What follows belongs to an exercise in optimizing a design on an open flow for small area; a production flow would make more cautious choices.
Only simulation tests tie the RTL to the original design; equivalence was not proved.
Power and IR drop assume default switching activity.

`design.v`:
```
module dff
  #(parameter [0:0] reset_val_p = 1'b0)
  (input [0:0] clk_i
  ,input [0:0] reset_i  
  ,input [0:0] d_i
  ,input [0:0] en_i
  ,output [0:0] q_o);
   logic [0:0] q_r;
   always_ff @(posedge clk_i) begin
      if(reset_i) begin  
	q_r <= reset_val_p;
      end else if (en_i) begin
	q_r <= d_i;
      end
   end
   assign q_o = q_r;
endmodule
module inv
  (input [0:0] a_i
  ,output [0:0] b_o);
   assign b_o = ~a_i;
endmodule
module mux2
  (input [0:0] a_i
  ,input [0:0] b_i
  ,input [0:0] select_i
  ,output [0:0] c_o);
  logic [0:0] c_l;
  always_comb begin
    c_l = a_i;
    if (select_i) begin
    c_l = b_i;
    end
  end
  assign c_o = c_l;
endmodule
module hex2ssd
  (input [3:0] hex_i
  ,output [6:0] ssd_o
  );
logic [6:0] ssd_l;
always_comb begin
  case (hex_i)
  4'h0 : ssd_l = 7'b1000000;  
  4'h1 : ssd_l = 7'b1111001;  
  4'h2 : ssd_l = 7'b0100100;  
  4'h3 : ssd_l = 7'b0110000;  
  4'h4 : ssd_l = 7'b0011001;  
  4'h5 : ssd_l = 7'b0010010;  
  4'h6 : ssd_l = 7'b0000010;  
  4'h7 : ssd_l = 7'b1111000;  
  4'h8 : ssd_l = 7'b0000000;  
  4'h9 : ssd_l = 7'b0011000;  
  4'hA : ssd_l = 7'b0001000;  
  4'hB : ssd_l = 7'b0000011;  
  4'hC : ssd_l = 7'b1000110;  
  4'hD : ssd_l = 7'b0100001;  
  4'hE : ssd_l = 7'b0000110;  
  4'hF : ssd_l = 7'b0001110;  
  default: ssd_l = 7'b1111111; 
  endcase
end
assign ssd_o = ssd_l;
endmodule
module counter
  #(parameter width_p = 4,
    /*verilator lint_off WIDTHTRUNC*/
    parameter [width_p-1:0] reset_val_p = '0)
    /*verilator lint_on WIDTHTRUNC*/
   (input [0:0] clk_i
   ,input [0:0] reset_i
   ,input [0:0] up_i
   ,input [0:0] down_i
   ,output [width_p-1:0] count_o);
   logic [width_p-1:0] count_l;
  always_ff @(posedge clk_i) begin
    if (reset_i)
      count_l <= reset_val_p;
    else if (up_i && !down_i)
      count_l <= count_l + 1'b1;
    else if (!up_i && down_i)
      count_l <= count_l - 1'b1;
    else
      count_l <= count_l;
  end
  assign count_o = count_l;
endmodule
module counter_sat
  #(parameter width_p = 4,
    /*verilator lint_off WIDTHTRUNC*/
    parameter [width_p-1:0] reset_val_p = '0,
    parameter [width_p-1:0] sat_val_p = '0
    )
    /*verilator lint_on WIDTHTRUNC*/
   (input [0:0] clk_i
   ,input [0:0] reset_i
   ,input [0:0] up_i
   ,input [0:0] down_i
   ,output [width_p-1:0] count_o);
  logic [width_p-1:0] count_l;
  always_ff @(posedge clk_i) begin
    if (reset_i)
      count_l <= reset_val_p;
    else if ((up_i && !down_i) && (count_l != sat_val_p))
      count_l <= count_l + 1'b1;
    else if ((!up_i && down_i) && (count_l != {width_p{1'b0}}))
      count_l <= count_l - 1'b1;
    else
      count_l <= count_l;
  end
  assign count_o = count_l;
endmodule
module debounce
  #(parameter min_delay_p = 4
    )
   (input [0:0] clk_i
   ,input [0:0] reset_i
   ,input [0:0] button_i
   ,output [0:0] button_o);
  wire [$clog2(min_delay_p):0] count_l;
  counter_sat
    #(.width_p($clog2(min_delay_p)+1),
      .reset_val_p(0),
      .sat_val_p(min_delay_p)
    )
  counter_sat_inst (
    .clk_i(clk_i),
    .reset_i(reset_i),
    .up_i(button_i),
    .down_i(~button_i),
    .count_o(count_l)
  );
  assign button_o = (count_l == (($clog2(min_delay_p)+1)'(min_delay_p)));
endmodule
module detect_edge
   (input [0:0] clk_i
   ,input [0:0] reset_i
   ,input [0:0] button_i
   ,output [0:0] button_o
   ,output [0:0] unbutton_o
   );
   logic [0:0] button_l;
   logic [0:0] unbutton_l;
   logic [0:0] prevbutton_l;
   always_ff @(posedge clk_i) begin
      if (reset_i) begin
         prevbutton_l <= 1'b0;
         button_l <= 1'b0;
         unbutton_l <= 1'b0;
      end
      else begin
         button_l <= (button_i && !prevbutton_l);
         unbutton_l <= (!button_i && prevbutton_l);
         prevbutton_l <= button_i;
      end
   end
   assign button_o = button_l;
   assign unbutton_o = unbutton_l;
endmodule
module top
  (input [0:0] clk_12mhz_i
  ,input [0:0] reset_n_async_unsafe_i
  ,input [3:1] button_async_unsafe_i
  ,output [7:0] ssd_o
  ,output [5:1] led_o);
   logic [0:0] btn1_st_r_0;
   logic [0:0] btn1_st_r_1;
   logic [0:0] btn1_st_r_2;
   logic [0:0] btn1_st_r_3;
   logic [0:0] btn2_st_r_0;
   logic [0:0] btn2_st_r_1;
   logic [0:0] btn2_st_r_2;
   logic [0:0] count_r_0;
   logic [0:0] count_r_1;
   logic [0:0] count_r_2;
   logic [0:0] count_r_3;
   logic [0:0] count_r_4;
   logic [0:0] count_r_5;
   logic [0:0] count_r_6;
   logic [0:0] count_r_7;
   logic [0:0] reset_n_sync_r;
   logic [0:0] reset_r;
   logic [0:0] thi_r_0;
   logic [0:0] thi_r_1;
   logic [0:0] thi_r_2;
   logic [0:0] thi_r_3;
   logic [0:0] thi_r_4;
   logic [0:0] thi_r_5;
   logic [0:0] thi_r_6;
   logic [0:0] thi_r_7;
   logic [0:0] thi_r_8;
   logic [0:0] tlo_r_0;
   logic [0:0] tlo_r_1;
   logic [0:0] tlo_r_10;
   logic [0:0] tlo_r_11;
   logic [0:0] tlo_r_12;
   logic [0:0] tlo_r_2;
   logic [0:0] tlo_r_3;
   logic [0:0] tlo_r_4;
   logic [0:0] tlo_r_5;
   logic [0:0] tlo_r_6;
   logic [0:0] tlo_r_7;
   logic [0:0] tlo_r_8;
   logic [0:0] tlo_r_9;
   wire [0:0] n20;
   wire [0:0] n21;
   wire [0:0] n23;
   wire [0:0] n25;
   wire [0:0] n27;
   wire [0:0] n29;
   wire [0:0] n31;
   wire [0:0] n32;
   wire [0:0] n34;
   wire [0:0] n36;
   wire [0:0] n38;
   wire [0:0] n40;
   wire [0:0] n42;
   wire [0:0] n44;
   wire [0:0] n46;
   wire [0:0] n48;
   wire [0:0] n50;
   wire [0:0] n52;
   wire [0:0] n54;
   wire [0:0] n56;
   wire [0:0] n58;
   wire [0:0] n59;
   wire [0:0] n61;
   wire [0:0] n62;
   wire [0:0] n64;
   wire [0:0] n65;
   wire [0:0] n67;
   wire [0:0] n68;
   wire [0:0] n69;
   wire [0:0] n72;
   wire [0:0] n73;
   wire [0:0] n74;
   wire [0:0] n75;
   wire [0:0] n76;
   wire [0:0] n77;
   wire [0:0] n78;
   wire [0:0] n79;
   wire [0:0] n80;
   wire [0:0] n81;
   wire [0:0] n82;
   wire [0:0] n85;
   wire [0:0] n86;
   wire [0:0] n87;
   wire [0:0] n88;
   wire [0:0] n89;
   wire [0:0] n90;
   wire [0:0] n91;
   wire [0:0] n92;
   wire [0:0] n93;
   wire [0:0] n94;
   wire [0:0] n95;
   wire [0:0] n96;
   wire [0:0] n97;
   wire [0:0] n98;
   wire [0:0] n99;
   wire [0:0] n100;
   wire [0:0] n101;
   wire [0:0] n102;
   wire [0:0] n103;
   wire [0:0] n104;
   wire [0:0] n105;
   wire [0:0] n106;
   wire [0:0] n107;
   wire [0:0] n108;
   wire [0:0] n109;
   wire [0:0] n110;
   wire [0:0] n111;
   wire [0:0] n112;
   wire [0:0] n113;
   wire [0:0] n114;
   wire [0:0] n115;
   wire [0:0] n116;
   wire [0:0] n117;
   wire [0:0] n119;
   wire [0:0] n120;
   wire [0:0] n121;
   wire [0:0] n122;
   wire [0:0] n123;
   wire [0:0] n124;
   wire [0:0] n125;
   wire [0:0] n127;
   wire [0:0] n128;
   wire [0:0] n130;
   wire [0:0] n131;
   wire [0:0] n132;
   wire [0:0] n133;
   wire [0:0] n134;
   wire [0:0] n135;
   wire [0:0] n136;
   wire [0:0] n137;
   wire [0:0] n138;
   wire [0:0] n139;
   wire [0:0] n140;
   wire [0:0] n141;
   wire [0:0] n142;
   wire [0:0] n144;
   wire [0:0] n146;
   wire [0:0] n148;
   wire [0:0] n150;
   wire [0:0] n152;
   wire [0:0] n154;
   wire [0:0] n156;
   wire [0:0] n157;
   wire [0:0] n158;
   wire [0:0] n159;
   wire [0:0] n160;
   wire [0:0] n161;
   wire [0:0] n162;
   wire [0:0] n163;
   wire [0:0] n164;
   wire [0:0] n165;
   wire [0:0] n166;
   wire [0:0] n167;
   wire [0:0] n168;
   wire [0:0] n169;
   wire [0:0] n170;
   wire [0:0] n171;
   wire [0:0] n172;
   wire [0:0] n173;
   wire [0:0] n174;
   wire [0:0] n175;
   wire [0:0] n176;
   wire [0:0] n177;
   wire [0:0] n178;
   wire [0:0] n179;
   wire [0:0] n180;
   wire [0:0] n181;
   wire [0:0] n182;
   wire [0:0] n183;
   wire [0:0] n184;
   wire [0:0] n185;
   wire [0:0] n186;
   wire [0:0] n187;
   wire [0:0] n188;
   wire [0:0] n189;
   wire [0:0] n190;
   wire [0:0] n191;
   wire [0:0] n192;
   wire [0:0] n193;
   wire [0:0] n194;
   wire [0:0] n195;
   wire [0:0] n196;
   wire [0:0] n197;
   wire [0:0] n198;
   wire [0:0] n199;
   wire [0:0] n200;
   wire [0:0] n201;
   wire [0:0] n202;
   wire [0:0] n203;
   wire [0:0] n204;
   wire [0:0] n205;
   wire [0:0] n206;
   wire [0:0] n207;
   wire [0:0] n208;
   wire [0:0] n209;
   wire [0:0] n210;
   wire [0:0] n211;
   wire [0:0] n212;
   wire [0:0] n213;
   always_ff @(posedge clk_12mhz_i) btn1_st_r_0 <= n179;
   always_ff @(posedge clk_12mhz_i) btn1_st_r_1 <= n178;
   always_ff @(posedge clk_12mhz_i) btn1_st_r_2 <= n176;
   always_ff @(posedge clk_12mhz_i) btn1_st_r_3 <= n196;
   always_ff @(posedge clk_12mhz_i) btn2_st_r_0 <= n188;
   always_ff @(posedge clk_12mhz_i) btn2_st_r_1 <= n182;
   always_ff @(posedge clk_12mhz_i) btn2_st_r_2 <= n206;
   always_ff @(posedge clk_12mhz_i) count_r_0 <= n115;
   always_ff @(posedge clk_12mhz_i) count_r_1 <= n111;
   always_ff @(posedge clk_12mhz_i) count_r_2 <= n107;
   always_ff @(posedge clk_12mhz_i) count_r_3 <= n105;
   always_ff @(posedge clk_12mhz_i) count_r_4 <= n213;
   always_ff @(posedge clk_12mhz_i) count_r_5 <= n210;
   always_ff @(posedge clk_12mhz_i) count_r_6 <= n194;
   always_ff @(posedge clk_12mhz_i) count_r_7 <= n204;
   always_ff @(posedge clk_12mhz_i) reset_n_sync_r <= reset_n_async_unsafe_i[0];
   always_ff @(posedge clk_12mhz_i) reset_r <= n58;
   always_ff @(posedge clk_12mhz_i) thi_r_0 <= n172;
   always_ff @(posedge clk_12mhz_i) thi_r_1 <= n170;
   always_ff @(posedge clk_12mhz_i) thi_r_2 <= n168;
   always_ff @(posedge clk_12mhz_i) thi_r_3 <= n166;
   always_ff @(posedge clk_12mhz_i) thi_r_4 <= n164;
   always_ff @(posedge clk_12mhz_i) thi_r_5 <= n162;
   always_ff @(posedge clk_12mhz_i) thi_r_6 <= n160;
   always_ff @(posedge clk_12mhz_i) thi_r_7 <= n158;
   always_ff @(posedge clk_12mhz_i) thi_r_8 <= n198;
   always_ff @(posedge clk_12mhz_i) tlo_r_0 <= n140;
   always_ff @(posedge clk_12mhz_i) tlo_r_1 <= n128;
   always_ff @(posedge clk_12mhz_i) tlo_r_10 <= n117;
   always_ff @(posedge clk_12mhz_i) tlo_r_11 <= n116;
   always_ff @(posedge clk_12mhz_i) tlo_r_12 <= n199;
   always_ff @(posedge clk_12mhz_i) tlo_r_2 <= n127;
   always_ff @(posedge clk_12mhz_i) tlo_r_3 <= n125;
   always_ff @(posedge clk_12mhz_i) tlo_r_4 <= n124;
   always_ff @(posedge clk_12mhz_i) tlo_r_5 <= n123;
   always_ff @(posedge clk_12mhz_i) tlo_r_6 <= n122;
   always_ff @(posedge clk_12mhz_i) tlo_r_7 <= n121;
   always_ff @(posedge clk_12mhz_i) tlo_r_8 <= n120;
   always_ff @(posedge clk_12mhz_i) tlo_r_9 <= n119;
   cell_inv u0 (.A(count_r_2), .Y(n20));
   cell_inv u1 (.A(thi_r_0), .Y(n21));
   cell_inv u2 (.A(btn1_st_r_1), .Y(n23));
   cell_inv u3 (.A(btn1_st_r_2), .Y(n25));
   cell_inv u4 (.A(btn2_st_r_0), .Y(n27));
   cell_inv u5 (.A(btn2_st_r_1), .Y(n29));
   cell_inv u6 (.A(btn2_st_r_2), .Y(n31));
   cell_inv u7 (.A(button_async_unsafe_i[2]), .Y(n32));
   cell_inv u8 (.A(count_r_4), .Y(n34));
   cell_inv u9 (.A(count_r_5), .Y(n36));
   cell_inv u10 (.A(tlo_r_0), .Y(n38));
   cell_inv u11 (.A(tlo_r_3), .Y(n40));
   cell_inv u12 (.A(tlo_r_2), .Y(n42));
   cell_inv u13 (.A(tlo_r_5), .Y(n44));
   cell_inv u14 (.A(tlo_r_4), .Y(n46));
   cell_inv u15 (.A(tlo_r_7), .Y(n48));
   cell_inv u16 (.A(tlo_r_6), .Y(n50));
   cell_inv u17 (.A(tlo_r_9), .Y(n52));
   cell_inv u18 (.A(tlo_r_10), .Y(n54));
   cell_inv u19 (.A(tlo_r_12), .Y(n56));
   cell_inv u20 (.A(reset_n_sync_r), .Y(n58));
   cell_inv u21 (.A(reset_r), .Y(n59));
   cell_o22ai u22 (.A1(thi_r_0), .A2(count_r_4), .B1(n21), .B2(count_r_0), .Y(n61));
   cell_inv u23 (.A(n61), .Y(n62));
   cell_o22ai u24 (.A1(count_r_6), .A2(thi_r_0), .B1(count_r_2), .B2(n21), .Y(n64));
   cell_inv u25 (.A(n64), .Y(n65));
   cell_o22ai u26 (.A1(thi_r_0), .A2(count_r_5), .B1(n21), .B2(count_r_1), .Y(n67));
   cell_inv u27 (.A(n67), .Y(n68));
   cell_nor2 u28 (.A(n64), .B(n68), .Y(n69));
   cell_o22ai u29 (.A1(thi_r_0), .A2(count_r_7), .B1(n21), .B2(count_r_3), .Y(n72));
   cell_nand2 u30 (.A(n69), .B(n72), .Y(n73));
   cell_nand3 u31 (.A(n69), .B(n72), .C(n61), .Y(n74));
   cell_nor2 u32 (.A(n65), .B(n68), .Y(n75));
   cell_o21ai u33 (.A1(n62), .A2(n65), .B1(n74), .Y(n76));
   cell_nor2 u34 (.A(n75), .B(n76), .Y(n77));
   cell_inv u35 (.A(n77), .Y(n78));
   cell_nor2 u36 (.A(n65), .B(n67), .Y(n79));
   cell_nor2 u37 (.A(n62), .B(n79), .Y(n80));
   cell_or2 u38 (.A(n69), .B(n72), .X(n81));
   cell_nand2 u39 (.A(n73), .B(n81), .Y(n82));
   cell_nor2 u40 (.A(n80), .B(n82), .Y(ssd_o[5]));
   cell_nor2 u41 (.A(n78), .B(ssd_o[5]), .Y(ssd_o[1]));
   cell_and2 u42 (.A(btn1_st_r_0), .B(btn1_st_r_3), .X(led_o[4]));
   cell_a31oi u43 (.A1(btn1_st_r_0), .A2(btn1_st_r_3), .A3(btn1_st_r_2), .B1(n23), .Y(led_o[2]));
   cell_nor2 u44 (.A(n62), .B(n72), .Y(n85));
   cell_o22ai u45 (.A1(n69), .A2(n79), .B1(n62), .B2(n72), .Y(n86));
   cell_inv u46 (.A(n86), .Y(n87));
   cell_o21ai u47 (.A1(n80), .A2(n87), .B1(n74), .Y(ssd_o[3]));
   cell_o21ai u48 (.A1(n62), .A2(n65), .B1(n72), .Y(n88));
   cell_o22ai u49 (.A1(n77), .A2(n88), .B1(n72), .B2(n86), .Y(ssd_o[0]));
   cell_o22a u50 (.A1(n72), .A2(n75), .B1(n62), .B2(n69), .X(ssd_o[4]));
   cell_o21ai u51 (.A1(n62), .A2(n67), .B1(n81), .Y(n89));
   cell_nor2 u52 (.A(n87), .B(n89), .Y(ssd_o[6]));
   cell_o221a u53 (.A1(n68), .A2(n85), .B1(n65), .B2(n72), .C1(n88), .X(ssd_o[2]));
   cell_nor2 u54 (.A(btn2_st_r_1), .B(n31), .Y(n90));
   cell_inv u55 (.A(n90), .Y(n91));
   cell_nand2 u56 (.A(n23), .B(btn1_st_r_0), .Y(n92));
   cell_nor2 u57 (.A(n25), .B(n92), .Y(n93));
   cell_inv u58 (.A(n93), .Y(n94));
   cell_nand2 u59 (.A(count_r_0), .B(n91), .Y(n95));
   cell_nand4 u60 (.A(count_r_0), .B(n91), .C(n93), .D(count_r_1), .Y(n96));
   cell_or3 u61 (.A(n91), .B(n93), .C(count_r_0), .X(n97));
   cell_o21ai u62 (.A1(count_r_1), .A2(n97), .B1(n96), .Y(n98));
   cell_nand2 u63 (.A(n20), .B(n98), .Y(n99));
   cell_nor2 u64 (.A(n91), .B(n99), .Y(n100));
   cell_inv u65 (.A(n100), .Y(n101));
   cell_o21ai u66 (.A1(n20), .A2(n96), .B1(n101), .Y(n102));
   cell_and2 u67 (.A(count_r_3), .B(n102), .X(n103));
   cell_o21ai u68 (.A1(count_r_3), .A2(n102), .B1(n59), .Y(n104));
   cell_nor2 u69 (.A(n103), .B(n104), .Y(n105));
   cell_o21a u70 (.A1(n20), .A2(n98), .B1(n99), .X(n106));
   cell_nor2 u71 (.A(reset_r), .B(n106), .Y(n107));
   cell_o21ai u72 (.A1(n94), .A2(n95), .B1(n97), .Y(n108));
   cell_nand2 u73 (.A(count_r_1), .B(n108), .Y(n109));
   cell_o21ai u74 (.A1(count_r_1), .A2(n108), .B1(n109), .Y(n110));
   cell_nor2 u75 (.A(reset_r), .B(n110), .Y(n111));
   cell_o21ai u76 (.A1(count_r_0), .A2(n91), .B1(n95), .Y(n112));
   cell_nand2 u77 (.A(n93), .B(n112), .Y(n113));
   cell_o21ai u78 (.A1(n93), .A2(n112), .B1(n113), .Y(n114));
   cell_nor2 u79 (.A(reset_r), .B(n114), .Y(n115));
   cell_nor2 u80 (.A(n54), .B(reset_r), .Y(n116));
   cell_nor2 u81 (.A(n52), .B(reset_r), .Y(n117));
   cell_and2 u82 (.A(tlo_r_8), .B(n59), .X(n119));
   cell_nor2 u83 (.A(n48), .B(reset_r), .Y(n120));
   cell_nor2 u84 (.A(n50), .B(reset_r), .Y(n121));
   cell_nor2 u85 (.A(n44), .B(reset_r), .Y(n122));
   cell_nor2 u86 (.A(n46), .B(reset_r), .Y(n123));
   cell_nor2 u87 (.A(n40), .B(reset_r), .Y(n124));
   cell_nor2 u88 (.A(n42), .B(reset_r), .Y(n125));
   cell_and2 u89 (.A(tlo_r_1), .B(n59), .X(n127));
   cell_nor2 u90 (.A(n38), .B(reset_r), .Y(n128));
   cell_nor2 u91 (.A(tlo_r_8), .B(tlo_r_11), .Y(n130));
   cell_nand4 u92 (.A(n44), .B(n46), .C(n48), .D(n50), .Y(n131));
   cell_or4 u93 (.A(tlo_r_0), .B(tlo_r_3), .C(tlo_r_1), .D(tlo_r_2), .X(n132));
   cell_nor2 u94 (.A(n131), .B(n132), .Y(n133));
   cell_nand4 u95 (.A(n52), .B(n54), .C(n130), .D(n133), .Y(n134));
   cell_nand3 u96 (.A(n40), .B(n134), .C(n38), .Y(n135));
   cell_o21ai u97 (.A1(n38), .A2(n40), .B1(n135), .Y(n136));
   cell_o22ai u98 (.A1(tlo_r_2), .A2(tlo_r_12), .B1(n42), .B2(n56), .Y(n137));
   cell_nand2 u99 (.A(n136), .B(n137), .Y(n138));
   cell_o21ai u100 (.A1(n136), .A2(n137), .B1(n138), .Y(n139));
   cell_nor2 u101 (.A(reset_r), .B(n139), .Y(n140));
   cell_nor2 u102 (.A(n56), .B(n134), .Y(n141));
   cell_and2 u103 (.A(thi_r_0), .B(n141), .X(n142));
   cell_and3 u104 (.A(thi_r_0), .B(n141), .C(thi_r_1), .X(n144));
   cell_and2 u105 (.A(thi_r_2), .B(n144), .X(n146));
   cell_and2 u106 (.A(thi_r_3), .B(n146), .X(n148));
   cell_and2 u107 (.A(thi_r_4), .B(n148), .X(n150));
   cell_and2 u108 (.A(thi_r_5), .B(n150), .X(n152));
   cell_and3 u109 (.A(thi_r_5), .B(n150), .C(thi_r_6), .X(n154));
   cell_and2 u110 (.A(thi_r_7), .B(n154), .X(n156));
   cell_o21ai u111 (.A1(thi_r_7), .A2(n154), .B1(n59), .Y(n157));
   cell_nor2 u112 (.A(n156), .B(n157), .Y(n158));
   cell_o21ai u113 (.A1(thi_r_6), .A2(n152), .B1(n59), .Y(n159));
   cell_nor2 u114 (.A(n154), .B(n159), .Y(n160));
   cell_o21ai u115 (.A1(thi_r_5), .A2(n150), .B1(n59), .Y(n161));
   cell_nor2 u116 (.A(n152), .B(n161), .Y(n162));
   cell_o21ai u117 (.A1(thi_r_4), .A2(n148), .B1(n59), .Y(n163));
   cell_nor2 u118 (.A(n150), .B(n163), .Y(n164));
   cell_o21ai u119 (.A1(thi_r_3), .A2(n146), .B1(n59), .Y(n165));
   cell_nor2 u120 (.A(n148), .B(n165), .Y(n166));
   cell_o21ai u121 (.A1(thi_r_2), .A2(n144), .B1(n59), .Y(n167));
   cell_nor2 u122 (.A(n146), .B(n167), .Y(n168));
   cell_o21ai u123 (.A1(thi_r_1), .A2(n142), .B1(n59), .Y(n169));
   cell_nor2 u124 (.A(n144), .B(n169), .Y(n170));
   cell_o21ai u125 (.A1(thi_r_0), .A2(n141), .B1(n59), .Y(n171));
   cell_nor2 u126 (.A(n142), .B(n171), .Y(n172));
   cell_o21ai u127 (.A1(btn1_st_r_0), .A2(n25), .B1(btn1_st_r_3), .Y(n173));
   cell_nand2 u128 (.A(button_async_unsafe_i[1]), .B(n59), .Y(n174));
   cell_o21ai u129 (.A1(reset_r), .A2(n173), .B1(n174), .Y(n175));
   cell_o311a u130 (.A1(btn1_st_r_1), .A2(n25), .A3(btn1_st_r_3), .B1(n175), .C1(n92), .X(n176));
   cell_o2111a u131 (.A1(btn1_st_r_0), .A2(btn1_st_r_3), .B1(n23), .C1(n59), .D1(n173), .X(n177));
   cell_o21a u132 (.A1(btn1_st_r_0), .A2(button_async_unsafe_i[1]), .B1(n177), .X(n178));
   cell_o21a u133 (.A1(led_o[4]), .A2(n177), .B1(n175), .X(n179));
   cell_nor2 u134 (.A(n27), .B(n32), .Y(n180));
   cell_nor2 u135 (.A(btn2_st_r_2), .B(n180), .Y(n181));
   cell_nor2 u136 (.A(reset_r), .B(n181), .Y(n182));
   cell_nor2 u137 (.A(btn2_st_r_2), .B(n32), .Y(n183));
   cell_nor2 u138 (.A(n27), .B(n29), .Y(n184));
   cell_nor2 u139 (.A(btn2_st_r_2), .B(n184), .Y(n185));
   cell_nor2 u140 (.A(button_async_unsafe_i[2]), .B(n185), .Y(n186));
   cell_nor2 u141 (.A(n183), .B(n186), .Y(n187));
   cell_nor2 u142 (.A(reset_r), .B(n187), .Y(n188));
   cell_nand2 u143 (.A(n34), .B(n100), .Y(n189));
   cell_nor2 u144 (.A(count_r_3), .B(n189), .Y(n190));
   cell_and3 u145 (.A(count_r_4), .B(n101), .C(n103), .X(n191));
   cell_o22ai u146 (.A1(n36), .A2(n191), .B1(count_r_5), .B2(n190), .Y(n192));
   cell_xor2 u147 (.A(count_r_6), .B(n192), .X(n193));
   cell_nor2 u148 (.A(reset_r), .B(n193), .Y(n194));
   cell_o21ai u149 (.A1(btn1_st_r_1), .A2(n25), .B1(n173), .Y(n195));
   cell_a31o u150 (.A1(button_async_unsafe_i[1]), .A2(n59), .A3(n195), .B1(n177), .X(n196));
   cell_o21ai u151 (.A1(thi_r_8), .A2(n156), .B1(n59), .Y(n197));
   cell_a31oi u152 (.A1(thi_r_8), .A2(n154), .A3(thi_r_7), .B1(n197), .Y(n198));
   cell_and2 u153 (.A(tlo_r_11), .B(n59), .X(n199));
   cell_nor2 u154 (.A(count_r_6), .B(n90), .Y(n200));
   cell_a311oi u155 (.A1(n29), .A2(btn2_st_r_2), .A3(count_r_6), .B1(n200), .C1(n192), .Y(n201));
   cell_nand2 u156 (.A(count_r_7), .B(n201), .Y(n202));
   cell_o21ai u157 (.A1(count_r_7), .A2(n201), .B1(n202), .Y(n203));
   cell_nor2 u158 (.A(reset_r), .B(n203), .Y(n204));
   cell_o21ai u159 (.A1(n27), .A2(n31), .B1(n29), .Y(n205));
   cell_o311a u160 (.A1(n27), .A2(n29), .A3(n183), .B1(n205), .C1(n59), .X(n206));
   cell_nor2 u161 (.A(n190), .B(n191), .Y(n207));
   cell_nand2 u162 (.A(n36), .B(n207), .Y(n208));
   cell_o21ai u163 (.A1(n36), .A2(n207), .B1(n208), .Y(n209));
   cell_nor2 u164 (.A(reset_r), .B(n209), .Y(n210));
   cell_o21ai u165 (.A1(n34), .A2(n100), .B1(n189), .Y(n211));
   cell_o21ai u166 (.A1(n103), .A2(n211), .B1(n59), .Y(n212));
   cell_a31oi u167 (.A1(count_r_3), .A2(n102), .A3(n211), .B1(n212), .Y(n213));
   assign ssd_o[7] = thi_r_0;
   assign led_o[1] = reset_r;
   assign led_o[3] = thi_r_0;
   assign led_o[5] = thi_r_8;
endmodule
module cell_a311oi (input [0:0] A1, input [0:0] A2, input [0:0] A3, input [0:0] B1, input [0:0] C1, output [0:0] Y);
   assign Y = (~A1&~B1&~C1) | (~A2&~B1&~C1) | (~A3&~B1&~C1);
endmodule
module cell_a31o (input [0:0] A1, input [0:0] A2, input [0:0] A3, input [0:0] B1, output [0:0] X);
   assign X = (A1&A2&A3) | (B1);
endmodule
module cell_a31oi (input [0:0] A1, input [0:0] A2, input [0:0] A3, input [0:0] B1, output [0:0] Y);
   assign Y = (~A1&~B1) | (~A2&~B1) | (~A3&~B1);
endmodule
module cell_and2 (input [0:0] A, input [0:0] B, output [0:0] X);
   assign X = (A&B);
endmodule
module cell_and3 (input [0:0] A, input [0:0] B, input [0:0] C, output [0:0] X);
   assign X = (A&B&C);
endmodule
module cell_inv (input [0:0] A, output [0:0] Y);
   assign Y = (~A);
endmodule
module cell_nand2 (input [0:0] A, input [0:0] B, output [0:0] Y);
   assign Y = (~A) | (~B);
endmodule
module cell_nand3 (input [0:0] A, input [0:0] B, input [0:0] C, output [0:0] Y);
   assign Y = (~A) | (~B) | (~C);
endmodule
module cell_nand4 (input [0:0] A, input [0:0] B, input [0:0] C, input [0:0] D, output [0:0] Y);
   assign Y = (~A) | (~B) | (~C) | (~D);
endmodule
module cell_nor2 (input [0:0] A, input [0:0] B, output [0:0] Y);
   assign Y = (~A&~B);
endmodule
module cell_o2111a (input [0:0] A1, input [0:0] A2, input [0:0] B1, input [0:0] C1, input [0:0] D1, output [0:0] X);
   assign X = (A1&B1&C1&D1) | (A2&B1&C1&D1);
endmodule
module cell_o21a (input [0:0] A1, input [0:0] A2, input [0:0] B1, output [0:0] X);
   assign X = (A1&B1) | (A2&B1);
endmodule
module cell_o21ai (input [0:0] A1, input [0:0] A2, input [0:0] B1, output [0:0] Y);
   assign Y = (~A1&~A2) | (~B1);
endmodule
module cell_o221a (input [0:0] A1, input [0:0] A2, input [0:0] B1, input [0:0] B2, input [0:0] C1, output [0:0] X);
   assign X = (A1&B1&C1) | (A2&B1&C1) | (A1&B2&C1) | (A2&B2&C1);
endmodule
module cell_o22a (input [0:0] A1, input [0:0] A2, input [0:0] B1, input [0:0] B2, output [0:0] X);
   assign X = (A1&B1) | (A2&B1) | (A1&B2) | (A2&B2);
endmodule
module cell_o22ai (input [0:0] A1, input [0:0] A2, input [0:0] B1, input [0:0] B2, output [0:0] Y);
   assign Y = (~B1&~B2) | (~A1&~A2);
endmodule
module cell_o311a (input [0:0] A1, input [0:0] A2, input [0:0] A3, input [0:0] B1, input [0:0] C1, output [0:0] X);
   assign X = (A1&B1&C1) | (A2&B1&C1) | (A3&B1&C1);
endmodule
module cell_or2 (input [0:0] A, input [0:0] B, output [0:0] X);
   assign X = (A) | (B);
endmodule
module cell_or3 (input [0:0] A, input [0:0] B, input [0:0] C, output [0:0] X);
   assign X = (A) | (B) | (C);
endmodule
module cell_or4 (input [0:0] A, input [0:0] B, input [0:0] C, input [0:0] D, output [0:0] X);
   assign X = (A) | (B) | (C) | (D);
endmodule
module cell_xor2 (input [0:0] A, input [0:0] B, output [0:0] X);
   assign X = (A&~B) | (~A&B);
endmodule
```
`run.sh`:
```
#!/bin/bash
# synth_recipe.tcl (not shown) runs the flow's synth.tcl, then flattens the netlist and writes it again
# the make line also repeats each setting of config.mk as NAME=value (left out here)
make -C /OpenROAD-flow-scripts/flow DESIGN_CONFIG=/design/flow/config.mk WORK_HOME=/design/flow/orfs CLKGATE_MAP_FILE= SYNTH_SCRIPT=/design/flow/synth_recipe.tcl finish
```
`constraint.sdc`:
```
create_clock -name core_clock -period 10.0 [get_ports {clk_12mhz_i}]
set_input_delay 2.0000 -clock core_clock [delete_from_list [all_inputs] [get_ports {clk_12mhz_i}]]
set_output_delay 2.0000 -clock core_clock [all_outputs]
set_load 0.01 [all_outputs]
```
`config.mk`:
```
export PLATFORM = sky130hd
export DESIGN_NAME = top
export DESIGN_NICKNAME = top
export VERILOG_FILES = /design/flow/design.v
export SDC_FILE = /design/flow/constraint.sdc
export NUM_CORES = 4
export LEC_CHECK = 0
export CAP_MARGIN = 20
export CORE_MARGIN = 2
export CORE_UTILIZATION = 40
export CTS_BUF_LIST = sky130_fd_sc_hd__clkbuf_16
export CTS_CLUSTER_DIAMETER = 200
export CTS_CLUSTER_SIZE = 50
export SLEW_MARGIN = 20
export SYNTH_HIERARCHICAL = 1
export SYNTH_MINIMUM_KEEP_SIZE = 0
```
==> results of run 1 <==
metrics by stage:
step | total power, uW | std cells
after floorplan | 184 | 211
after global placement | 191 | 273
after detailed placement | 191 | 273
after CTS | 337 | 281
after global routing | 348 | 281
final | 332 | 281
cells in the mapped netlist (all sizes together):
library cell  instances  area share
inv                  30       0.070
o311a                 2       0.012
dfxtp                39        0.48
or2                   1      0.0039
nand3                 2      0.0062
o221a                 1      0.0070
o21ai                30       0.093
a31oi                 3       0.012
o22a                  1      0.0054
xor2                  1      0.0054
o21a                  3       0.014
nor2                 52        0.12
buf                   4       0.019
a311oi                1      0.0054
o2111a                1      0.0070
or4                   1      0.0046
nand2                12       0.028
and2                 11       0.043
nand4                 3       0.012
o22ai                 8       0.031
a31o                  1      0.0054
or3                   1      0.0039
and3                  3       0.012
routing by layer:
metal	routed length [microns]	part of all wire
met1	1410	0.51
met2	1190	0.43
met3	111	0.040
met4	55	0.020
met5	0	0
final cells by class:
| cell class | instances | area [sq um] | share of cell area |
|---|---|---|---|
| Inverter | 30 | 113 | 0.0578 |
| Timing Repair Buffer | 16 | 160 | 0.0822 |
| Sequential cell | 39 | 781 | 0.401 |
| Clock inverter | 3 | 11.3 | 0.00578 |
| Clock buffer | 5 | 125 | 0.0642 |
| Tap cell | 50 | 62.6 | 0.0321 |
| Multi-Input combinational cell | 138 | 696 | 0.357 |
Yosys stat by module (local to each module, per instance), a selection:
| module | flip-flops and latches | times used | area, sq um | cells |
|---|---|---|---|---|
| cell_or4 | 0 | 1 | 7.51 | 1 |
| cell_xor2 | 0 | 1 | 8.76 | 1 |
| cell_nand4 | 0 | 3 | 6.26 | 1 |
| cell_o311a | 0 | 2 | 10.0 | 1 |
| cell_a311oi | 0 | 1 | 8.76 | 1 |
| cell_and3 | 0 | 3 | 6.26 | 1 |
| cell_a31o | 0 | 1 | 8.76 | 1 |
| cell_o221a | 0 | 1 | 11.3 | 1 |
| cell_o21a | 0 | 3 | 7.51 | 1 |
| cell_and2 | 0 | 11 | 6.26 | 1 |
| cell_or2 | 0 | 1 | 6.26 | 1 |
| top | 39 | 1 | 811 | 43 |
| cell_nand2 | 0 | 12 | 3.75 | 1 |
| cell_or3 | 0 | 1 | 6.26 | 1 |
cell families after synthesis:
group                  Yosys count  share of synthesized area
AO/OA/AOI/OAI                   51                      0.192
XOR/XNOR                         1                    0.00541
flip-flops                      39                      0.482
buffers and inverters           34                     0.0881
AND/OR/NAND/NOR                 86                      0.233
power groups by stage:
stage,Clock (uW),Sequential [uW],Combinational [uW]
after floorplan,0,168,16.4
after global placement,0,169,21.6
after detailed placement,0,169,21.6
after CTS,150,166,21.7
after global routing,157,166,24.4
final,145,166,21.6
critical path, delay by kind of cell (launching register included):
kind                   cells  cell delay [ns]
AO/OA/AOI/OAI              3             0.49
buffers and inverters      3             0.80
flip-flops                 1             0.49
AND/OR/NAND/NOR            3             0.51
placed cells by master, fill, tap and decap left out:
| cell | n |
|---|---|
| o22ai_1 | 8 |
| o21ai_1 | 30 |
| or4_1 | 1 |
| nor2_1 | 52 |
| o2111a_1 | 1 |
| nand2_1 | 12 |
| or2_1 | 1 |
| nand3_1 | 2 |
| o311a_1 | 2 |
| clkdlybuf4s50_1 | 16 |
| nand4_1 | 3 |
| or3_1 | 1 |
| a31oi_1 | 3 |
| a31o_1 | 1 |
| clkinv_1 | 2 |
| xor2_1 | 1 |
| dfxtp_1 | 39 |
| clkbuf_16 | 5 |
| o221a_1 | 1 |
| o21a_1 | 3 |
| and2_1 | 11 |
| a311oi_1 | 1 |
| o22a_1 | 1 |
| inv_1 | 31 |
| and3_1 | 3 |
worst max-delay path by stage:
stage / startpoint / endpoint / slack (ns) / cells after the start
3_3_place_gp: thi_r_0 / ssd_o[0] / 5.74 / 9
4_1_cts: thi_r_0 / ssd_o[0] / 5.43 / 9
3_5_place_dp: thi_r_0 / ssd_o[0] / 5.74 / 9
5_1_grt: thi_r_0 / ssd_o[0] / 5.10 / 9
6_report: thi_r_0 / ssd_o[0] / 5.44 / 9
2_1_floorplan: thi_r_0 / ssd_o[1] / 6.44 / 8
==> impl_metrics.yaml, run 1 <==
timing:
  fmax_ghz: 0.219
  skew_ns: 0.00214
  worst_pin_slew_ns: 0.759
  fin_crit_sh: 0.456
  setup_ws_ns: 5.44
  slew_headroom: 0.493
  drv_slew: 0
  hold_slack_ns: 0.353
  finalCriticalPeriod_ns: 4.56
  hold_violations: 0
  setup_tns_ns: 0
  rsz0062_at_grt: "false"
  finalSetupViolations: 0
power:
  peakVddDrop_mv: 0.126
  power_density_mw_per_mm2: 170
  seq_power_share: 0.499
  p_switching_uw: 71.5
  power_leakage_uw: 0.000785
  p_int_uw: 261
  clock_power_share: 0.436
  comb_power_share: 0.065
  switching_share: 0.215
clock_tree:
  cts.reportedPaths.clkPinSlew_ns: 0.05
  cts_tree: "yes"
  htree_levels: 2
  cts_made_buffers: 5
  clock_tree.buffer_depth: 2
  clkLatencyLatePin_ns: 0.27
  cts_resized: 0
  clock-root-buffer: "clkbuf_16"
  ctsHoldBuffers: 0
  cts_num_sinks: 39
  post_cts_buffers: 0
run:
  drv_cap: 0
critical_path:
  worstRegToRegCells: 16
  crit_chain: "inv_1 -> o22ai_1 -> inv_1 -> nor2_1 -> nand3_1 -> o21ai_1 -> nor2_1 -> o22ai_1 -> clkdlybuf4s50_1"
  cp.required_ns: 8.00
  critPathCaptureType: "output port"
  slowest_stage: "clkdlybuf4s50_1"
  slowest_delay_ns: 0.55
  critPathLaunchType: "flop"
  critPathKind: "reg -> out"
  r2r-start: "btn2_st_r_2"
  cp.arrival_ns: 2.56
  r2r_slack_ns: 7.06
  worstReg2RegEnd: "count_r_7"
  cp_max_fo: 10
yosys:
  yosys_warnings: 7
  synthCells: 211
  synth_nets: 216
  syn-cell-area_sq_mm: 0.00162
  avgSynthCellArea_sq_um: 7.67
  synth_seq_cells: 39
  yosysSeqAreaShare: 0.482
  ys_types: 23
floorplan:
  die_h_microns: 67.6
  io_pins: 18
  die-area_sq_mm: 0.00457
  fp-row-count: 23
  initial_core_util: 0.411
  die_x_microns: 67.6
  core_area_sq_mm: 0.00394
finish:
  final_cell_area_sq_mm: 0.00195
  antenna_cells: 0
  areaGrowthSynthToFinish_pct: 20.3
  nFillCells: 397
  fin_nets: 235
  drive_above_1_share: 0.0216
  final_core_util: 0.494
detailed_routing:
  vias: 1322
  drtIter0Drc: 26
  via_per_inst: 4.70
  drcViolationCount: 0
  wl_per_cell_microns: 9.83
  totalWireLength_microns: 2760
  drt_pass1_iterations: 4
  drt.antenna.violating_nets: 0
grt:
  overflow: 0
  grt_max_degree: 22
  grt_use_met2: 0.232
  grt_pass1_wl_microns: 4820
  top_usage_layer: "met2"
  grt_use_met3: 0.0450
  grt_pass1_vias: 1197
  grt_util_all_layers: 0.142
  grt_util_met1: 0.168
  antenna_found_initial: 0
placed_design:
  dp_hpwl_microns: 1950
  pre_cts_ws_ns: 5.74
  gp_congestion: 0.751
  dpl_cell_area_sq_mm: 0.00181
  numPortBuffers: 16
min_path:
  min_from: "reset_n_sync_r"
  hold_depth: 1
  hold_class: "reg -> reg"
  hold_end: "reset_r"
outcome:
  status: "no timing/DRC/antenna violations"
==> inputs of run 2 (changes only) <==
--- a/config.mk
+++ b/config.mk
@@ -9,5 +9,5 @@
 export CORE_MARGIN = 2
 export CORE_UTILIZATION = 40
-export CTS_BUF_LIST = sky130_fd_sc_hd__clkbuf_16
+export CTS_BUF_LIST = sky130_fd_sc_hd__clkbuf_8
 export CTS_CLUSTER_DIAMETER = 200
 export CTS_CLUSTER_SIZE = 50
==> impl_metrics.yaml, run 2 <==
clock_tree:
  cts_num_sinks: 39
  post_cts_buffers: 0
  cts_resized: 0
  clock_tree.buffer_depth: 2
  clkLatencyLatePin_ns: 0.29
  cts.reportedPaths.clkPinSlew_ns: 0.07
  cts_made_buffers: 5
  clock-root-buffer: "clkbuf_8"
  cts_tree: "yes"
  ctsHoldBuffers: 0
  htree_levels: 2
run:
  drv_cap: 0
floorplan:
  fp-row-count: 23
  die-area_sq_mm: 0.00457
  initial_core_util: 0.411
  die_x_microns: 67.6
  io_pins: 18
  core_area_sq_mm: 0.00394
  die_h_microns: 67.6
timing:
  fmax_ghz: 0.219
  finalCriticalPeriod_ns: 4.57
  worst_pin_slew_ns: 0.762
  fin_crit_sh: 0.457
  skew_ns: 0.00320
  drv_slew: 0
  finalSetupViolations: 0
  setup_tns_ns: 0
  rsz0062_at_grt: "false"
  hold_violations: 0
  slew_headroom: 0.491
critical_path:
  r2r-start: "btn2_st_r_2"
  cp.arrival_ns: 2.57
  critPathLaunchType: "flop"
  critPathKind: "reg -> out"
  r2r_slack_ns: 7.04
  cp_max_fo: 10
  cp-startpoint: "thi_r_0"
  critPathCaptureType: "output port"
  cp.required_ns: 8.00
detailed_routing:
  totalWireLength_microns: 2810
  vias: 1317
  drtIter0Drc: 23
  top_layer: "met4"
  via_per_inst: 4.69
  drt_pass1_iterations: 4
  wl_per_cell_microns: 9.99
  met1Wirelength_microns: 1470
  wl_met3_microns: 77
  drt.antenna.violating_nets: 0
  dr_wl_met2_microns: 1220
  drcViolationCount: 0
yosys:
  yosysTopAreaCell: "dfxtp_1"
  avgSynthCellArea_sq_um: 7.67
  synth_seq_cells: 39
  synth-async-reset-ratio: 0
  synth-main-ff-cell: "dfxtp_1"
  synth_enable_flop_cells: 0
  synth_top_area_share: 0.482
  yosys-top-cells-count: "nor2_1, dfxtp_1, inv_1, o21ai_1, nand2_1"
  ys_top_cells_by_area: "dfxtp_1, nor2_1, o21ai_1"
  syn-cell-area_sq_mm: 0.00162
  yosysSeqAreaShare: 0.482
  synth.most_common_cell: "nor2_1"
  ys_types: 23
  synthCells: 211
  yosys_warnings: 7
  synth_nets: 216
grt:
  grt_util_all_layers: 0.144
  antenna_found_initial: 0
  grt_pass1_wl_microns: 4820
  overflow: 0
  grt_max_degree: 22
  grt_pass1_vias: 1194
finish:
  fin_nets: 235
  antenna_cells: 0
  nFillCells: 397
  layout_common_cells: "nor2_1, dfxtp_1, inv_1, o21ai_1, clkdlybuf4s50_1"
  areaGrowthSynthToFinish_pct: 18.1
  mostFrequentLayoutCell: "nor2_1"
  drive_above_1_share: 0.0303
  final_cell_area_sq_mm: 0.00191
min_path:
  min_from: "reset_n_sync_r"
  hold_class: "reg -> reg"
power:
  peakVddDrop_mv: 0.115
  power_density_mw_per_mm2: 157
  power_leakage_uw: 0.000771
placed_design:
  dp_hpwl_microns: 1950
  gp_congestion: 0.751
  numPortBuffers: 16
  dpl_cell_area_sq_mm: 0.00181
outcome:
  status: "no timing/DRC/antenna violations"
==> run 2: layer usage <==
layer,global-route usage,up-vias
li1,-,736
met1,0.168,564
met2,0.230,13
met3,0.0450,4
met4,0.0842,0
met5,0,-
==> run 2: Yosys stat by module, one instance, submodules excluded, excerpt <==
| module | cells | flops+latches | copies in the design | cell area, sq um |
|---|---|---|---|---|
| cell_xor2 | 1 | 0 | 1 | 8.76 |
| cell_and2 | 1 | 0 | 11 | 6.26 |
| cell_inv | 1 | 0 | 30 | 3.75 |
| cell_nand2 | 1 | 0 | 12 | 3.75 |
| cell_or3 | 1 | 0 | 1 | 6.26 |
| cell_o2111a | 1 | 0 | 1 | 11.3 |
| cell_or4 | 1 | 0 | 1 | 7.51 |
| cell_nand3 | 1 | 0 | 2 | 5.00 |
| cell_o221a | 1 | 0 | 1 | 11.3 |
| cell_a31o | 1 | 0 | 1 | 8.76 |
| cell_o21a | 1 | 0 | 3 | 7.51 |
| cell_o22ai | 1 | 0 | 8 | 6.26 |
| cell_a31oi | 1 | 0 | 3 | 6.26 |
==> run 2: final timing paths <==
kind / end / cells past startpoint
setup / recovery: ssd_o[0] / 9
hold / removal: reset_r / 1
setup reg to reg: count_r_7 / 16
hold reg to reg: reset_r / 1
==> run 2: layout make-up <==
type                    instances  area (sq um)  share of cell area
clock buffers                   7          96.3              0.0504
clock inverters                 1          3.75             0.00196
inverters                      30           113              0.0589
multi-input cells             138           696               0.364
flip-flops and latches         39           781               0.408
well taps                      50          62.6              0.0327
repair buffers                 16           160              0.0838
==> run 2: cell families after synthesis <==
logic type / after synthesis / synth area share
xor+xnor: 1 / 0.00541
buf+inv: 34 / 0.0881
compound gates: 51 / 0.192
simple gates: 86 / 0.233
flops: 39 / 0.482
==> run 2: metrics by stage <==
stage | power, uW | hold slack (ns) | utilization | cells | worst slack (ns)
6_report | 301 | 0.357 | 0.485 | 281 | 5.43
5_1_grt | 316 | 0.363 | 0.485 | 281 | 5.08
4_1_cts | 307 | 0.360 | 0.485 | 281 | 5.41
3_5_place_dp | 191 | 0.343 | 0.460 | 273 | 5.74
3_3_place_gp | 191 | 0.339 | 0.460 | 273 | 5.74
2_1_floorplan | 184 | 0.338 | - | 211 | 6.44
==> run 2: worst max-delay path, stage by stage (launching register included) <==
cell and delay [ns]:
dfxtp_1 0.49, inv_1 0.13, o22ai_1 0.26, inv_1 0.12, nor2_1 0.28, nand3_1 0.15, o21ai_1 0.13, nor2_1 0.08
o22ai_1 0.10, clkdlybuf4s50_1 0.55
==> run 2: power breakdown <==
part | switching, uW | total (uW) | internal (uW)
Sequential | 4.72 | 165 | 161
Clock | 52.0 | 114 | 61.9
Combinational | 11.6 | 21.6 | 10.1
==> inputs of run 3 (changes only) <==
--- a/config.mk
+++ b/config.mk
@@ -9,5 +9,5 @@
 export CORE_MARGIN = 2
 export CORE_UTILIZATION = 40
-export CTS_BUF_LIST = sky130_fd_sc_hd__clkbuf_8
+export CTS_BUF_LIST = sky130_fd_sc_hd__clkbuf_2 sky130_fd_sc_hd__clkbuf_4
 export CTS_CLUSTER_DIAMETER = 200
 export CTS_CLUSTER_SIZE = 50
==> impl_metrics.yaml, run 3 <==
timing:
  fmax_ghz: 0.215
  finalCriticalPeriod_ns: 4.65
  skew_ns: 0.00767
  fin_crit_sh: 0.465
  worst_pin_slew_ns: 0.760
  finalSetupViolations: 0
  setup_tns_ns: 0
  hold_violations: 0
  drv_slew: 0
  rsz0062_at_grt: "false"
  hold_slack_ns: 0.365
  slew_headroom: 0.493
finish:
  fin_nets: 235
  nFillCells: 404
  mostFrequentLayoutCell: "nor2_1"
  areaGrowthSynthToFinish_pct: 15.1
  antenna_cells: 0
  drive_above_1_share: 0.0260
  layout_common_cells: "nor2_1, dfxtp_1, inv_1, o21ai_1, clkdlybuf4s50_1"
  final_core_util: 0.473
detailed_routing:
  drcViolationCount: 0
  totalWireLength_microns: 2750
  wl_per_cell_microns: 9.80
  vias: 1326
  drt.antenna.violating_nets: 0
  via_per_inst: 4.72
  drt_pass1_iterations: 6
  drtIter0Drc: 40
clock_tree:
  cts_tree: "yes"
  clock_tree.buffer_depth: 2
  post_cts_buffers: 0
  cts_resized: 0
  clkLatencyLatePin_ns: 0.33
  cts.reportedPaths.clkPinSlew_ns: 0.11
  cts_made_buffers: 5
  ctsHoldBuffers: 0
  cts_num_sinks: 39
  htree_levels: 2
  clock-root-buffer: "clkbuf_4"
placed_design:
  gp_congestion: 0.751
  numPortBuffers: 16
  dp_hpwl_microns: 1950
grt:
  grt_max_degree: 22
  overflow: 0
  antenna_found_initial: 0
  grt_pass1_vias: 1194
  grt_pass1_wl_microns: 4800
  grt_util_all_layers: 0.140
yosys:
  synth-main-ff-cell: "dfxtp_1"
  yosys_warnings: 7
  yosys-top-cells-count: "nor2_1, dfxtp_1, inv_1, o21ai_1, nand2_1"
  synth_top_area_share: 0.482
  ys_top_cells_by_area: "dfxtp_1, nor2_1, o21ai_1"
  ys_types: 23
  syn-cell-area_sq_mm: 0.00162
  synth_nets: 216
  yosysTopAreaCell: "dfxtp_1"
  synth.most_common_cell: "nor2_1"
  avgSynthCellArea_sq_um: 7.67
  synth-async-reset-ratio: 0
  yosysSeqAreaShare: 0.482
  synthCells: 211
  synth_seq_cells: 39
  synth_enable_flop_cells: 0
critical_path:
  critPathCaptureType: "output port"
  critPathLaunchType: "flop"
  cp_max_fo: 10
  cp.required_ns: 8.00
  slowest_stage: "clkdlybuf4s50_1"
  slowest_delay_ns: 0.55
  cp.arrival_ns: 2.65
  path_buf_inv: 3
  critPathKind: "reg -> out"
  crit_chain: "inv_1 -> o22ai_1 -> inv_1 -> nor2_1 -> nand3_1 -> o21ai_1 -> nor2_1 -> o22ai_1 -> clkdlybuf4s50_1"
  critPathTopFamily: "buffers and inverters"
run:
  drv_cap: 0
min_path:
  hold_class: "reg -> reg"
power:
  peakVddDrop_mv: 0.101
  power_leakage_uw: 0.000746
  power_density_mw_per_mm2: 141
  power_uw: 263
floorplan:
  die_h_microns: 67.6
  die-area_sq_mm: 0.00457
  core_area_sq_mm: 0.00394
  die_x_microns: 67.6
  io_pins: 18
  fp-row-count: 23
  initial_core_util: 0.411
outcome:
  status: "no timing/DRC/antenna violations"
-- run 3: where the power goes --
part           switching, uW  internal (uW)
sequential              4.71            161
combinational           11.5           10.1
clock                   47.2           28.8
total                   63.4            199
-- run 3: path summary, 6_finish.rpt --
kind	cells past startpoint	from	endpoint	slack [ns]
setup / recovery	9	thi_r_0	ssd_o[0]	5.35
hold / removal	1	reset_n_sync_r	reset_r	0.37
setup reg to reg	16	btn2_st_r_2	count_r_7	7.05
hold reg to reg	1	reset_n_sync_r	reset_r	0.37
-- run 3: area by class of cell --
cell class              count  area, sq um  area share
clock inverters             2         7.51     0.00403
well taps                  50         62.6      0.0336
inverters                  30          113      0.0604
flip-flops and latches     39          781       0.419
repair buffers             16          160      0.0859
multi-input cells         138          696       0.373
clock buffers               6         45.0      0.0242
-- run 3: worst reg2reg max path: cells and delay by family (launching register included) --
kind,cells,cell delay (ns)
compound gates,5,0.81
flops,1,0.41
buf+inv,3,0.28
simple gates,8,1.34
-- run 3: cells by family after synthesis --
| family | count (synthesis) | share of synthesized area |
|---|---|---|
| AO/OA/AOI/OAI | 51 | 0.192 |
| buffers and inverters | 34 | 0.0881 |
| flip-flops | 39 | 0.482 |
| AND/OR/NAND/NOR | 86 | 0.233 |
| XOR/XNOR | 1 | 0.00541 |
-- run 3: through the flow --
stage               instances  area (sq um)  setup slack (ns)
finish                    281          1860              5.35
global route              281          1860              5.01
CTS                       281          1860              5.33
detailed placement        273          1810              5.74
global placement          273          1810              5.74
floorplan                 211          1620              6.44
-- run 3: per-layer routing --
metal,global-route usage,wire [microns],up-vias
met4,0.0612,55,0
met1,0.165,1380,569
met3,0.0450,104,6
met5,0,0,-
met2,0.233,1210,16
li1,-,-,735
-- run 3: per-module statistics from Yosys, one instance, submodules excluded, excerpt --
| module | flops+latches | area (sq um) | cells | copies in the design |
|---|---|---|---|---|
| cell_or3 | 0 | 6.26 | 1 | 1 |
| cell_o311a | 0 | 10.0 | 1 | 2 |
| cell_inv | 0 | 3.75 | 1 | 30 |
| cell_nand4 | 0 | 6.26 | 1 | 3 |
| cell_o22a | 0 | 8.76 | 1 | 1 |
| cell_a31o | 0 | 8.76 | 1 | 1 |
| cell_o2111a | 0 | 11.3 | 1 | 1 |
| cell_o221a | 0 | 11.3 | 1 | 1 |
| cell_nor2 | 0 | 3.75 | 1 | 52 |
| cell_and3 | 0 | 6.26 | 1 | 3 |
| cell_xor2 | 0 | 8.76 | 1 | 1 |
| cell_and2 | 0 | 6.26 | 1 | 11 |
| top | 39 | 811 | 43 | 1 |
| cell_a31oi | 0 | 6.26 | 1 | 3 |
==> inputs of run 4 (changes only) <==
--- a/config.mk
+++ b/config.mk
@@ -9,5 +9,5 @@
 export CORE_MARGIN = 2
 export CORE_UTILIZATION = 40
-export CTS_BUF_LIST = sky130_fd_sc_hd__clkbuf_2 sky130_fd_sc_hd__clkbuf_4
+export CTS_BUF_LIST = sky130_fd_sc_hd__clkbuf_4
 export CTS_CLUSTER_DIAMETER = 200
 export CTS_CLUSTER_SIZE = 50
==> impl_metrics.yaml, run 4 <==
outcome:
  status: "no timing/DRC/antenna violations"
timing:
  drv_slew: 0
  hold_violations: 0
  worst_pin_slew_ns: 0.760
  slew_headroom: 0.493
  setup_tns_ns: 0
  finalCriticalPeriod_ns: 4.65
  skew_ns: 0.00767
  fmax_ghz: 0.215
  setup_ws_ns: 5.35
  rsz0062_at_grt: "false"
  finalSetupViolations: 0
  fin_crit_sh: 0.465
clock_tree:
  cts_num_sinks: 39
  cts_tree: "yes"
  clock_tree.buffer_depth: 2
  htree_levels: 2
  cts.reportedPaths.clkPinSlew_ns: 0.11
  cts_made_buffers: 5
  clkLatencyLatePin_ns: 0.33
  ctsHoldBuffers: 0
  clock-root-buffer: "clkbuf_4"
  post_cts_buffers: 0
  cts_resized: 0
detailed_routing:
  drt_pass1_iterations: 6
  drcViolationCount: 0
  wl_per_cell_microns: 9.80
  totalWireLength_microns: 2750
  vias: 1326
  drt.antenna.violating_nets: 0
  drtIter0Drc: 40
  via_per_inst: 4.72
yosys:
  synth_compound_area_frac: 0.192
  synthCells: 211
  yosys_warnings: 7
  synth-main-ff-cell: "dfxtp_1"
  avgSynthCellArea_sq_um: 7.67
  synth_enable_flop_cells: 0
  synth_top_family_by_area: "simple AND/OR/NAND/NOR gates"
  yosys-top-cells-count: "nor2_1, dfxtp_1, inv_1, o21ai_1, nand2_1"
  syn-cell-area_sq_mm: 0.00162
  synth-async-reset-ratio: 0
  synth-simple-area-share: 0.233
  synth-xor-area-share: 0.00541
  yosysSeqAreaShare: 0.482
  yosysTopAreaCell: "dfxtp_1"
  synth_top_area_share: 0.482
  synth-adder-area-share: 0
  ys_top_cells_by_area: "dfxtp_1, nor2_1, o21ai_1"
  synthMuxAreaShare: 0
  synth.most_common_cell: "nor2_1"
  synth_nets: 216
  synth_seq_cells: 39
  ys_types: 23
critical_path:
  critPathLaunchType: "flop"
  cp_max_fo: 10
  r2r_slack_ns: 7.05
  cp.arrival_ns: 2.65
  critPathCaptureType: "output port"
  cp.required_ns: 8.00
  critPathKind: "reg -> out"
  r2r-start: "btn2_st_r_2"
  cp-startpoint: "thi_r_0"
grt:
  grt_pass1_wl_microns: 4800
  grt_util_all_layers: 0.140
  grt_pass1_vias: 1194
  overflow: 0
  antenna_found_initial: 0
  grt_max_degree: 22
power:
  peakVddDrop_mv: 0.101
  power_density_mw_per_mm2: 141
  power_leakage_uw: 0.000746
  power_uw: 263
placed_design:
  dpl_cell_area_sq_mm: 0.00181
  dp_hpwl_microns: 1950
  pre_cts_ws_ns: 5.74
  gp_congestion: 0.751
  numPortBuffers: 16
  place_inst: 273
floorplan:
  fp-row-count: 23
  die_x_microns: 67.6
  die-area_sq_mm: 0.00457
  core_area_sq_mm: 0.00394
  io_pins: 18
  die_h_microns: 67.6
  initial_core_util: 0.411
finish:
  final_cell_area_sq_mm: 0.00186
  nFillCells: 404
  drive_above_1_share: 0.0260
  areaGrowthSynthToFinish_pct: 15.1
  final-seq-area_sq_um: 781
  finalNonFillerCells: 281
  fin_nets: 235
  layout_common_cells: "nor2_1, dfxtp_1, inv_1, o21ai_1, clkdlybuf4s50_1"
  antenna_cells: 0
  multiInputGateArea_sq_um: 696
  mostFrequentLayoutCell: "nor2_1"
run:
  drv_cap: 0
min_path:
  min_from: "reset_n_sync_r"
  hold_class: "reg -> reg"
## run 4: cell counts after synthesis
Identical to the previous run, type by type.
## run 4: worst max-delay path, cell delays in order (launching register included)
cell and delay, ns:
dfxtp_1 0.52, inv_1 0.13, o22ai_1 0.26, inv_1 0.12, nor2_1 0.28, nand3_1 0.15, o21ai_1 0.13, nor2_1 0.08
o22ai_1 0.10, clkdlybuf4s50_1 0.55
## run 4: cell families after synthesis
kind of cell              after synthesis
and+or+nand+nor                        86
DFF                                    39
buffers and inverters                  34
AOI/OAI and AO/OA                      51
xor gates and xnor gates                1
## run 4: power by group
part	switching [uW]	leakage (uW)	internal (uW)	total [uW]
Combinational	11.5	0.000399	10.1	21.5
Sequential	4.71	0.000317	161	165
Clock	47.2	0.0000307	28.8	76.0
## run 4: metrics by stage
step                      hold WS [ns]  utilization
after CTS                        0.369        0.473
after detailed placement         0.343        0.460
after floorplan                  0.338            -
after global placement           0.339        0.460
after global routing             0.374        0.473
final                            0.365        0.473
## run 4: path summary, 6_finish.rpt
path | endpoint | depth (start not counted)
worst max register to register | count_r_7 | 16
worst min register to register | reset_r | 1
worst max-delay path | ssd_o[0] | 9
worst min-delay path | reset_r | 1
## run 4: cell type report
type | instances | share of cell area
Timing Repair Buffer | 16 | 0.0859
Tap cell | 50 | 0.0336
Clock buffer | 6 | 0.0242
Clock inverter | 2 | 0.00403
Inverter | 30 | 0.0604
Sequential cell | 39 | 0.419
Multi-Input combinational cell | 138 | 0.373
## run 4: Yosys stat by module, one instance, submodules excluded, a selection
module	cells	copies in the design	area [sq um]	flip-flops and latches
cell_a311oi	1	1	8.76	0
cell_a31o	1	1	8.76	0
cell_a31oi	1	3	6.26	0
cell_and2	1	11	6.26	0
cell_inv	1	30	3.75	0
cell_nor2	1	52	3.75	0
cell_o2111a	1	1	11.3	0
cell_o221a	1	1	11.3	0
cell_o22a	1	1	8.76	0
cell_o22ai	1	8	6.26	0
cell_o311a	1	2	10.0	0
cell_or2	1	1	6.26	0
cell_or4	1	1	7.51	0
cell_xor2	1	1	8.76	0
top	43	1	811	39
## run 4: layer usage
layer  up-vias  global-route usage  part of all wire  wire [microns]
met5         -                   0                 0               0
met4         0              0.0612             0.020              55
met3         6              0.0450             0.038             104
met2        16               0.233              0.44            1210
met1       569               0.165              0.50            1380
li1        735                   -                 -               -
==> inputs of run 5 (changes only) <==
--- a/config.mk
+++ b/config.mk
@@ -10,6 +10,6 @@
 export CORE_UTILIZATION = 40
 export CTS_BUF_LIST = sky130_fd_sc_hd__clkbuf_4
-export CTS_CLUSTER_DIAMETER = 200
-export CTS_CLUSTER_SIZE = 50
+export CTS_CLUSTER_DIAMETER = 50
+export CTS_CLUSTER_SIZE = 20
 export SLEW_MARGIN = 20
 export SYNTH_HIERARCHICAL = 1
==> impl_metrics.yaml, run 5 <==
outcome:
  status: "no timing/DRC/antenna violations"
floorplan:
  core_area_sq_mm: 0.00394
  die_h_microns: 67.6
  fp-row-count: 23
  initial_core_util: 0.411
  die-area_sq_mm: 0.00457
  io_pins: 18
  die_x_microns: 67.6
yosys:
  synth_enable_flop_cells: 0
  synth-async-reset-ratio: 0
  ys_types: 23
  synth.most_common_cell: "nor2_1"
  synth_seq_cells: 39
  yosysSeqAreaShare: 0.482
  yosys_warnings: 7
  synthCells: 211
  synth_nets: 216
  ys_top_cells_by_area: "dfxtp_1, nor2_1, o21ai_1"
  syn-cell-area_sq_mm: 0.00162
  synth_top_area_share: 0.482
  synth-main-ff-cell: "dfxtp_1"
  yosys-top-cells-count: "nor2_1, dfxtp_1, inv_1, o21ai_1, nand2_1"
  avgSynthCellArea_sq_um: 7.67
  yosysTopAreaCell: "dfxtp_1"
critical_path:
  worstReg2RegEnd: "count_r_7"
  r2r-start: "btn2_st_r_2"
  critPathLaunchType: "flop"
  critPathCaptureType: "output port"
  worstRegToRegCells: 16
  cp.arrival_ns: 2.65
  critPathKind: "reg -> out"
  cp_max_fo: 10
  cp.required_ns: 8.00
  r2r_slack_ns: 7.05
power:
  power_density_mw_per_mm2: 141
  peakVddDrop_mv: 0.101
  power_leakage_uw: 0.000746
grt:
  antenna_found_initial: 0
  grt_util_all_layers: 0.140
  grt_util_met1: 0.165
  overflow: 0
  grt_pass1_vias: 1194
  grt_pass1_wl_microns: 4800
  grt_use_met2: 0.233
  grt_max_degree: 22
  top_usage_layer: "met2"
  grt_use_met3: 0.0450
timing:
  setup_tns_ns: 0
  worst_pin_slew_ns: 0.760
  finalSetupViolations: 0
  drv_slew: 0
  slew_headroom: 0.493
  fin_crit_sh: 0.465
  finalCriticalPeriod_ns: 4.65
  skew_ns: 0.00767
  rsz0062_at_grt: "false"
  hold_violations: 0
  fmax_ghz: 0.215
clock_tree:
  cts.reportedPaths.clkPinSlew_ns: 0.11
  ctsHoldBuffers: 0
  clock-root-buffer: "clkbuf_4"
  clkLatencyLatePin_ns: 0.33
  cts_made_buffers: 5
  cts_tree: "yes"
  cts_resized: 0
  clock_tree.buffer_depth: 2
  post_cts_buffers: 0
  htree_levels: 2
  cts_num_sinks: 39
min_path:
  hold_class: "reg -> reg"
  hold_end: "reset_r"
  hold_depth: 1
  min_from: "reset_n_sync_r"
finish:
  antenna_cells: 0
  fin_nets: 235
  mostFrequentLayoutCell: "nor2_1"
  layout_common_cells: "nor2_1, dfxtp_1, inv_1, o21ai_1, clkdlybuf4s50_1"
  drive_above_1_share: 0.0260
  areaGrowthSynthToFinish_pct: 15.1
  final_core_util: 0.473
detailed_routing:
  drtIter0Drc: 40
  vias: 1326
  wl_per_cell_microns: 9.80
  via_per_inst: 4.72
  drt.antenna.violating_nets: 0
  totalWireLength_microns: 2750
  drcViolationCount: 0
  drt_pass1_iterations: 6
placed_design:
  dp_hpwl_microns: 1950
  numPortBuffers: 16
  gp_congestion: 0.751
run:
  drv_cap: 0
run 5: cell counts in the layout (fill, tap and decap cells not counted):
No cell type changed its count.
run 5: worst max path at each step:
stage / startpoint / endpoint / slack, ns / cells past startpoint
CTS: thi_r_0 / ssd_o[0] / 5.33 / 9
detailed placement: thi_r_0 / ssd_o[0] / 5.74 / 9
floorplan: thi_r_0 / ssd_o[1] / 6.44 / 8
global route: thi_r_0 / ssd_o[0] / 5.01 / 9
finish: thi_r_0 / ssd_o[0] / 5.35 / 9
global placement: thi_r_0 / ssd_o[0] / 5.74 / 9
run 5: cells by family after synthesis:
family / after synthesis / synth area share
AOI/OAI and AO/OA: 51 / 0.192
xor gates and xnor gates: 1 / 0.00541
buffers and inverters: 34 / 0.0881
DFF: 39 / 0.482
and+or+nand+nor: 86 / 0.233
run 5: stage by stage:
step	hold WS (ns)	total power [uW]	area, sq um	cells	setup slack (ns)
after floorplan	0.338	184	1620	211	6.44
after global placement	0.339	191	1810	273	5.74
after detailed placement	0.343	191	1810	273	5.74
after CTS	0.369	269	1860	281	5.33
after global routing	0.374	279	1860	281	5.01
final	0.365	263	1860	281	5.35
run 5: layout make-up:
cell class | instances | area (sq um)
sequential | 39 | 781
timing repair buffer | 16 | 160
clock inverter | 2 | 7.51
tap | 50 | 62.6
clock buffer | 6 | 45.0
multi-input combinational | 138 | 696
fill | 404 | 2080
inverter | 30 | 113
run 5: worst max-delay path, cell delays in order, from the launching register on:
cell,delay [ns]
dfxtp_1,0.52
inv_1,0.13
o22ai_1,0.26
inv_1,0.12
nor2_1,0.28
nand3_1,0.15
o21ai_1,0.13
nor2_1,0.08
o22ai_1,0.10
clkdlybuf4s50_1,0.55
run 5: modules after synthesis (local to each module, per instance), a selection:
module	cells inside	flops+latches
cell_o2111a	1	0
cell_and3	1	0
cell_o21a	1	0
cell_or2	1	0
cell_and2	1	0
cell_inv	1	0
cell_or4	1	0
top	43	39
cell_a31oi	1	0
run 5: report_power, final:
| part | internal (uW) | total (uW) | leakage [uW] | switching (uW) |
|---|---|---|---|---|
| registers | 161 | 165 | 0.000317 | 4.71 |
| clock network | 28.8 | 76.0 | 0.0000307 | 47.2 |
| logic | 10.1 | 21.5 | 0.000399 | 11.5 |
| total | 199 | 263 | 0.000746 | 63.4 |
run 5: per-layer routing:
metal	part of all wire	routed length [microns]
met5	0	0
met2	0.44	1210
met3	0.038	104
met4	0.020	55
met1	0.50	1380
